From an optimization exercise on the open Yosys and OpenROAD flow, aimed at small area; shortcuts taken in it are not production practice. Function was checked by simulation only, so behaviour that the tests miss may differ from the original. Power figures rest on the tool's default switching activity, not on a simulated workload.

// uart
module uart #(
    parameter SYS_CLK     = 100,       
    parameter BAUDRATE    = 115200,    
    parameter FIFO_DEPTH  = 16,        
    parameter DBITS       = 8,         
    parameter PARITY    = "Odd",       
    parameter N_STOP_BITS = 1          
)(
    input   logic                               clk,
    input   logic                               rst_n,
    input   logic                               rx,
    output  logic                               tx,
    output  logic [DBITS-1:0]                   rx_axis_tdata,
    output  logic                               rx_axis_tvalid,
    input   logic                               rx_axis_tready,
    input   logic [DBITS-1:0]                   tx_axis_tdata,
    input   logic                               tx_axis_tvalid,
    output  logic                               tx_axis_tready,
    output  logic                               irq,
    output  logic [DBITS-1:0]                   debug_rx
);
    localparam int BAUDRATE_SCALE_VALUE = (SYS_CLK * 1000000 + BAUDRATE - 1) / BAUDRATE;
    localparam int SW = $clog2(BAUDRATE_SCALE_VALUE);
    localparam logic [SW-1:0] BAUD_MASK  = 10'b1010101010;
    localparam logic [SW-1:0] BAUD_FIRST = BAUD_MASK;
    localparam logic [SW-1:0] BAUD_LAST  = 10'b0110011001 ^ BAUD_MASK;
    logic [4:0] rx_run;
    logic       rx_low;
    always_ff @(posedge clk) begin
        rx_run <= rx ? 5'd0 : rx_run + 1'b1;
        rx_low <= ~rx & (rx_low | (&rx_run));
    end
    logic [SW-1:0] rx_baud;
    logic [3:0]    rx_ph;
    logic [DBITS-1:0] rx_shift_rg;
    logic rx_start, rx_end, rx_idle, rx_wr, rx_fifo_ready;
    assign rx_start = (rx_baud == BAUD_FIRST);
    assign rx_end   = (rx_baud == BAUD_LAST);
    assign rx_idle  = (rx_ph == 4'd6);
    always_ff @(posedge clk)
        if (!rst_n || rx_end || (rx_idle && rx_low))
            rx_baud <= BAUD_FIRST;
        else
            rx_baud <= {~rx_baud[SW-2:0], rx_baud[9] ^ rx_baud[6]};
    always_ff @(posedge clk)
        if (!rst_n || (rx_start && rx_ph == 4'd1))
            rx_ph <= 4'd6;
        else if (rx_start && (!rx_idle || rx_low))
            rx_ph <= rx_ph + 1'b1;
    always_ff @(posedge clk)
        if (rx_start && rx_ph[3])
            rx_shift_rg <= {~rx_low, rx_shift_rg[DBITS-1:1]};
    assign rx_wr = rx_start & (rx_ph == 4'd1);
    syncfifo_axis #(.DATA_WIDTH(DBITS), .FIFO_DEPTH(FIFO_DEPTH))
  ...
clock: 10.0 ns
lec_check: 0
cap_margin: 20
core_margin: 2
core_utilization: 65
cts_buf_list: sky130_fd_sc_hd__clkbuf_8
cts_cluster_diameter: 50
cts_cluster_size: 18
slew_margin: 20
standard.sh (not shown) runs the stock make flow with config.mk's settings and CLKGATE_MAP_FILE= SYNTH_SCRIPT=/design/flow/synth_recipe.tcl, a recipe that flattens the netlist after the stock synthesis.
==> flow/flow/run.sh <==
#!/bin/bash
# The standard layout (standard.sh) with these changes:
#  - synthesis maps the combinational logic with an area-oriented abc script
#    (flow/my_synth.tcl, flow/area.abc); registers are as in the standard synthesis;
#  - the clock tree is built without dummy loads;
#  - the port buffers use the smallest buffer cell.
# make's output is in standard.log; each step's log is under orfs/logs.
set -e
export MY_ABC_SCRIPT=$PWD/flow/area.abc
export CTS_ARGS="-sink_clustering_enable -repair_clock_nets -dont_use_dummy_load -sink_clustering_size 22 -sink_clustering_max_diameter 45 -buf_list sky130_fd_sc_hd__clkbuf_8"
export BUFFER_PORTS_ARGS="-buffer_cell sky130_fd_sc_hd__buf_1"
sed "s#SYNTH_SCRIPT=[^ ]*#SYNTH_SCRIPT=$PWD/flow/my_synth.tcl#" standard.sh > my_standard.sh
grep -q "SYNTH_SCRIPT=$PWD/flow/my_synth.tcl" my_standard.sh
bash my_standard.sh > standard.log 2>&1
==> flow/flow/area.abc <==
strash
dch
amap -F 20 -A 20
topo
==> flow/flow/my_synth.tcl <==
# synth_recipe.tcl (the standard synthesis) with one change: yosys's abc pass,
# which maps the combinational logic, runs the area-oriented script area.abc.
# Registers are mapped before abc, so they are the standard synthesis's.
proc synth {args} { yosys synth -nofsm -noshare {*}$args }
proc abc {args} {
  set i [lsearch -exact $args -script]
  if {$i >= 0} { lset args [expr {$i + 1}] $::env(MY_ABC_SCRIPT) }
  yosys abc {*}$args
}
source $::env(SCRIPTS_DIR)/synth.tcl
# left out here: clear keep_hierarchy, flatten, clean up, hide names made inside functions, write 1_2_yosys.v
Edit:
--- a/flow/flow/run.sh
+++ b/flow/flow/run.sh
@@ -9,3 +9,3 @@
 export MY_ABC_SCRIPT=$PWD/flow/area.abc
-export CTS_ARGS="-sink_clustering_enable -repair_clock_nets -dont_use_dummy_load -sink_clustering_size 22 -sink_clustering_max_diameter 45 -buf_list sky130_fd_sc_hd__clkbuf_8"
+export CTS_ARGS="-sink_clustering_enable -repair_clock_nets -dont_use_dummy_load -sink_clustering_size 20 -sink_clustering_max_diameter 60 -buf_list sky130_fd_sc_hd__clkbuf_8"
 export BUFFER_PORTS_ARGS="-buffer_cell sky130_fd_sc_hd__buf_1"
==> flow/flow/area.abc (replaced) <==
strash
dch
amap -F 20 -A 20
strash
dch
amap -F 20 -A 20
topo
--- a/flow/config.mk
+++ b/flow/config.mk
@@ -9,3 +9,3 @@
 export CORE_MARGIN = 2
-export CORE_UTILIZATION = 65
+export CORE_UTILIZATION = 75
 export CTS_BUF_LIST = sky130_fd_sc_hd__clkbuf_8
Effect: Global-route usage came out higher by 5.8 points; clock skew came out higher by 0.0076 ns; critical path depth came out lower by 8; sequential power stays flat; wire length came out higher by 7.9%; via count came out higher by about 1.2%; power came out lower by 6.8%.
Edit:
==> flow/flow/area.abc (replaced) <==
strash
dch
amap -F 20 -A 20
topo
Maximum frequency falls by 14%; non-clock buffer count decreases by 4; final area climbs by 0.78%; final cell count climbs by 4.7%; register-to-register slack got worse by 0.33 ns; global-route usage goes down by 2.3 points; worst hold slack is worse by 0.0061 ns.
Edit:
--- a/flow/flow/run.sh
+++ b/flow/flow/run.sh
@@ -9,3 +9,3 @@
 export MY_ABC_SCRIPT=$PWD/flow/area.abc
-export CTS_ARGS="-sink_clustering_enable -repair_clock_nets -dont_use_dummy_load -sink_clustering_size 20 -sink_clustering_max_diameter 60 -buf_list sky130_fd_sc_hd__clkbuf_8"
+export CTS_ARGS="-sink_clustering_enable -repair_clock_nets -dont_use_dummy_load -sink_clustering_size 11 -sink_clustering_max_diameter 45 -buf_list sky130_fd_sc_hd__clkbuf_4"
 export BUFFER_PORTS_ARGS="-buffer_cell sky130_fd_sc_hd__buf_1"
==> flow/flow/area.abc (replaced) <==
strash
dch
amap -F 20 -A 20
strash
dch
amap -F 20 -A 20
topo
=> Clock power rose by about 2%; sequential power hardly moves; worst setup slack improved by 0.63 ns; final area is lower by 0.75%; clock skew climbs by 0.030 ns; cell count is lower by 2.7%; worst hold slack is better by 0.0062 ns; count of clock-buffer cells in the layout goes up by 16; maximum frequency came out higher by 13%; first-iteration DRC count came out higher by 32%.
Edit:
--- a/flow/flow/run.sh
+++ b/flow/flow/run.sh
@@ -9,3 +9,3 @@
 export MY_ABC_SCRIPT=$PWD/flow/area.abc
-export CTS_ARGS="-sink_clustering_enable -repair_clock_nets -dont_use_dummy_load -sink_clustering_size 11 -sink_clustering_max_diameter 45 -buf_list sky130_fd_sc_hd__clkbuf_4"
+export CTS_ARGS="-sink_clustering_enable -repair_clock_nets -dont_use_dummy_load -sink_clustering_size 20 -sink_clustering_max_diameter 60 -buf_list sky130_fd_sc_hd__clkbuf_8"
 export BUFFER_PORTS_ARGS="-buffer_cell sky130_fd_sc_hd__buf_1"
==> flow/flow/area.abc (replaced) <==
strash
dch
amap -F 20 -A 20
topo
--- a/flow/config.mk
+++ b/flow/config.mk
@@ -9,3 +9,3 @@
 export CORE_MARGIN = 2
-export CORE_UTILIZATION = 75
+export CORE_UTILIZATION = 65
 export CTS_BUF_LIST = sky130_fd_sc_hd__clkbuf_8
Result:
- clock power is about the same
- register-to-register slack gets worse by 0.50 ns
- setup slack got worse by 0.53 ns
- maximum frequency went down by 9.8%

========
## run a
uart, a different RTL version from the one above (not shown whole).
Size in the first run: roughly 680 cells after synthesis, roughly 320 flip-flops, roughly 11000 um2 of cells after synthesis.
// uart
module uart #(
    parameter SYS_CLK     = 100,       
    parameter BAUDRATE    = 115200,    
    parameter FIFO_DEPTH  = 16,        
    parameter DBITS       = 8,         
    parameter PARITY    = "Odd",       
    parameter N_STOP_BITS = 1          
)(
    input   logic                               clk,
    input   logic                               rst_n,
    input   logic                               rx,
    output  logic                               tx,
    output  logic [DBITS-1:0]                   rx_axis_tdata,
    output  logic                               rx_axis_tvalid,
    input   logic                               rx_axis_tready,
    input   logic [DBITS-1:0]                   tx_axis_tdata,
    input   logic                               tx_axis_tvalid,
    output  logic                               tx_axis_tready,
    output  logic                               irq,
    output  logic [DBITS-1:0]                   debug_rx
);
Settings: LEC_CHECK=0, CAP_MARGIN=20, CORE_MARGIN=2, CORE_UTILIZATION=75, CTS_BUF_LIST=sky130_fd_sc_hd__clkbuf_8, CTS_CLUSTER_DIAMETER=50, CTS_CLUSTER_SIZE=18, SLEW_MARGIN=20; clock period 10.0 ns.
==> flow/flow/run.sh <==
#!/bin/bash
# The standard layout (standard.sh) with these changes:
#  - synthesis maps the combinational logic with an area-oriented abc script
#    (flow/my_synth.tcl, flow/area.abc); registers are as in the standard synthesis;
#  - the clock tree is built without dummy loads;
#  - the port buffers use the smallest buffer cell.
# make's output is in standard.log; each step's log is under orfs/logs.
set -e
export MY_ABC_SCRIPT=$PWD/flow/area.abc
export CTS_ARGS="-sink_clustering_enable -repair_clock_nets -dont_use_dummy_load -sink_clustering_size 18 -sink_clustering_max_diameter 60 -buf_list sky130_fd_sc_hd__clkbuf_8"
export BUFFER_PORTS_ARGS="-buffer_cell sky130_fd_sc_hd__buf_1"
sed "s#SYNTH_SCRIPT=[^ ]*#SYNTH_SCRIPT=$PWD/flow/my_synth.tcl#" standard.sh > my_standard.sh
grep -q "SYNTH_SCRIPT=$PWD/flow/my_synth.tcl" my_standard.sh
bash my_standard.sh > standard.log 2>&1
==> flow/flow/area.abc <==
strash
dch
amap -F 20 -A 20
strash
dch
amap -F 20 -A 20
strash
dch
amap -F 20 -A 20
strash
dch
amap -F 20 -A 20
strash
dch
amap -F 20 -A 20
topo
Scripts as last shown in full above: flow/flow/my_synth.tcl
What run b does differently from run a at the input level:
diff --git a/flow/flow/run.sh b/flow/flow/run.sh
--- a/flow/flow/run.sh
+++ b/flow/flow/run.sh
@@ -8,5 +8,5 @@
 set -e
 export MY_ABC_SCRIPT=$PWD/flow/area.abc
-export CTS_ARGS="-sink_clustering_enable -repair_clock_nets -dont_use_dummy_load -sink_clustering_size 18 -sink_clustering_max_diameter 60 -buf_list sky130_fd_sc_hd__clkbuf_8"
+export CTS_ARGS="-sink_clustering_enable -repair_clock_nets -dont_use_dummy_load -sink_clustering_size 20 -sink_clustering_max_diameter 60 -buf_list sky130_fd_sc_hd__clkbuf_8"
 export BUFFER_PORTS_ARGS="-buffer_cell sky130_fd_sc_hd__buf_1"
 sed "s#SYNTH_SCRIPT=[^ ]*#SYNTH_SCRIPT=$PWD/flow/my_synth.tcl#" standard.sh > my_standard.sh
==> flow/flow/area.abc <==
strash
dch
amap -F 20 -A 20
strash
dch
amap -F 20 -A 20
topo
[summary]
Run a ended up with dfxtp_1 as its worst-path cell with the longest stage delay; run b ended up with a222oi_1.
Relative to run a, cell area after synthesis has gone up in run b.
Comparing run a and run b, final critical path time including I/O delays and setup is higher on run b.
A origin of the worst setup path of rx_fifo.cnt[3] is what run a shows, while rx_fifo.cnt[0] belongs to run b.
Run a -> run b: number of antenna-violating nets in the routed design delta 0, exact match

-- port drivers added, routing unchanged --
In the flow no input, the clock included, has a driving cell. The finished layouts below were timed again as built, in two steps.
Step 1 assumes that a clkbuf_16 drives the clock port and a buf_2 every other input.
Step 2 moves the port delays by t, midway between the first and last clock arrival at a register: inputs arrive t later, outputs are due t later. That takes back most of the time a late clock gives input paths.
Slacks: ideal / step 1 / step 2; pairs: ideal / step 1.
run	shift t [ns]	setup WS [ns]	clock arrival spread, ns
the first run of note 1	0.548	4.566 / 4.526 / 5.074	0.046 / 0.046
the second run of note 1	0.570	5.220 / 5.179 / 5.431	0.050 / 0.050
the third run of note 1	0.555	4.470 / 4.430 / 4.985	0.030 / 0.030
the fourth run of note 1	0.667	5.100 / 5.061 / 5.395	0.059 / 0.059
the fifth run of note 1	0.543	4.570 / 4.530 / 5.074	0.048 / 0.049
run a	0.572	5.215 / 5.177 / 5.749	0.059 / 0.060
run b	0.566	4.710 / 4.669 / 5.235	0.025 / 0.026
After both steps setup and hold are still met in every run listed.
